Source: an optimization exercise on an open RTL-to-GDS flow (aim: small area). Production flows keep margins and buffers that such runs may drop.
Only simulation tests tie the RTL to the original design; equivalence was not proved.
The clock input has no modelled driver; a real chip could not lean on it and would need a root buffer or a full tree.
Power is estimated from default activity; no workload was simulated.

## v6
==> module platform, before the edit <==
module platform(
    input clk,
    input rst,
    input [1:0] switch_pos,
    input stop_Up,
    input stop_Down,
    output reg [3:0] step_out
);
    localparam [6:0] P  = 7'b0101010;
    localparam [6:0] SH = 7'b1100010;
    reg  [6:0] h;
    wire [6:0] s = h ^ P;
    wire isE = (h[1] & h[3] & ~h[4] & h[5] & ~h[6]);
    always @(posedge clk) begin
        if (rst | isE) h <= SH;
        else h <= {s[5:0], s[6] ^ s[5]} ^ P;
    end
    reg [2:0] prev_index;
    reg mv, mv_dn;
    wire after_rst = ~mv & mv_dn;
    wire c1 = mv & (prev_index[0] ^ mv_dn);
    wire c2 = c1 & (prev_index[1] ^ mv_dn);
    wire go = isE & (switch_pos[0] ? (~switch_pos[1] & stop_Up) : (switch_pos[1] & stop_Down));
    always @(posedge clk) begin
        if (rst) begin
            prev_index <= 3'd0;
            mv <= 1'b0;
            mv_dn <= 1'b1;
        end else begin
            prev_index <= prev_index ^ {c2, c1, mv};
            mv <= go;
            mv_dn <= go & switch_pos[1];
        end
    end
    reg [3:0] step_sequence;
    always @(*) begin
        case (prev_index)
            3'd0: step_sequence = 4'b1000;
            3'd1: step_sequence = 4'b1100;
            3'd2: step_sequence = 4'b0100;
            3'd3: step_sequence = 4'b0110;
            3'd4: step_sequence = 4'b0010;
            3'd5: step_sequence = 4'b0011;
            3'd6: step_sequence = 4'b0001;
            default: step_sequence = 4'b1001;
        endcase
    end
    always @(*) step_out = after_rst ? 4'b0000 : step_sequence;
endmodule
Settings: LEC_CHECK=0, CAP_MARGIN=0, CORE_MARGIN=2, CORE_UTILIZATION=70, GPL_TIMING_DRIVEN=0, SLEW_MARGIN=0; clock period 10.0 ns.
standard.sh (not shown) runs the stock make flow with config.mk's settings and CLKGATE_MAP_FILE= SYNTH_SCRIPT=/design/flow/synth_recipe.tcl, a recipe that flattens the netlist after the stock synthesis.
==> flow/flow/run.sh <==
#!/bin/bash
set -euo pipefail
W=$(pwd)
rm -rf "$W/scripts_abc"
cp -r "$FLOW_HOME/scripts" "$W/scripts_abc"
cp "$W/flow/abc_area_map.script" "$W/scripts_abc/abc_speed.script"
SCRIPTS_DIR="$W/scripts_abc" bash standard.sh synth > "$W/synth.log" 2>&1
export BUFFER_PORTS_ARGS="-buffer_cell sky130_fd_sc_hd__buf_1"
export PRE_CTS_TCL=$W/flow/cts_pre.tcl
bash standard.sh > "$W/layout.log" 2>&1
Other scripts of this flow, unchanged in this note and not shown: flow/flow/abc_area_map.script, flow/flow/cts_pre.tcl
v6: no failed stages, no open violations at the end
--- input diff v6..v7 ---
--- a/flow/design.v
+++ b/flow/design.v
@@ -53,22 +53,22 @@
         if (rst | isE) h <= SH;
         else h <= {s[5:0], s[6] ^ s[5]} ^ P;
     end
     reg [2:0] prev_index;
-    reg mv, mv_dn;
-    wire after_rst = ~mv & mv_dn;
+    reg mv_up, mv_dn;
+    wire after_rst = mv_up & mv_dn;
+    wire mv = mv_up ^ mv_dn;
     wire c1 = mv & (prev_index[0] ^ mv_dn);
     wire c2 = c1 & (prev_index[1] ^ mv_dn);
-    wire go = isE & (switch_pos[0] ? (~switch_pos[1] & stop_Up) : (switch_pos[1] & stop_Down));
     always @(posedge clk) begin
         if (rst) begin
             prev_index <= 3'd0;
-            mv <= 1'b0;
+            mv_up <= 1'b1;
             mv_dn <= 1'b1;
         end else begin
             prev_index <= prev_index ^ {c2, c1, mv};
-            mv <= go;
-            mv_dn <= go & switch_pos[1];
+            mv_up <= isE & switch_pos[0] & ~switch_pos[1] & stop_Up;
+            mv_dn <= isE & switch_pos[1] & ~switch_pos[0] & stop_Down;
         end
     end
     reg [3:0] step_sequence;
     always @(*) begin
[summary]
- As far as placed cell area is concerned, v7 and v6 perform about the same.
- v7 vs. v6: weighted congestion reported at the end of routability-driven placement grew by 3.2%, area enclosed by the die boundary held steady, synthesized cell count shrank by about 0.6%, worst endpoint data arrival time shrank by 0.02 ns, combinational power share grew by 1.5 points.
- v6 → v7: number of cells in the design after placement fell by 0.50%, setup slack went down by 0.015 ns, design area did not really move, via count level.
- Transition time at the pin with the least slew margin for v7: 0.0036 ns down relative to v6
No run of this note takes its clock network from TritonCTS; it comes from the design's own scripts or RTL.

-- separate check: timing with driven ports --
Ports are ideal in the flow. The routed layouts listed here were re-timed in OpenROAD.
Step 1: set_driving_cell puts a clkbuf_16 on CLK_50 and a buf_2 on each other input, an assumption about the parent block.
Step 2 adds t to the input delays and takes it off the output delays; t is the mean of the earliest and latest rising clock arrival at the registers after step 1. Input paths then give back, and output paths get back, about the clock's delay inside the block.
a / b / c = ideal ports / drivers / drivers and shift; a / b = the first two.
run | shift t [ns] | setup slack, ns | worst hold slack (ns) | cell pins on the clock port's net
v6 | 0.214 | 6.674 / 6.733 / 6.519 | 0.364 / 0.364 / 0.364 | 4
v7 | 0.208 | 6.659 / 6.641 / 6.505 | 0.347 / 0.347 / 0.347 | 4
After both steps every run listed still meets setup and hold. For v6, which loses most, drivers alone change the setup slack by +0.059 ns; drivers and shift together by -0.155 ns.
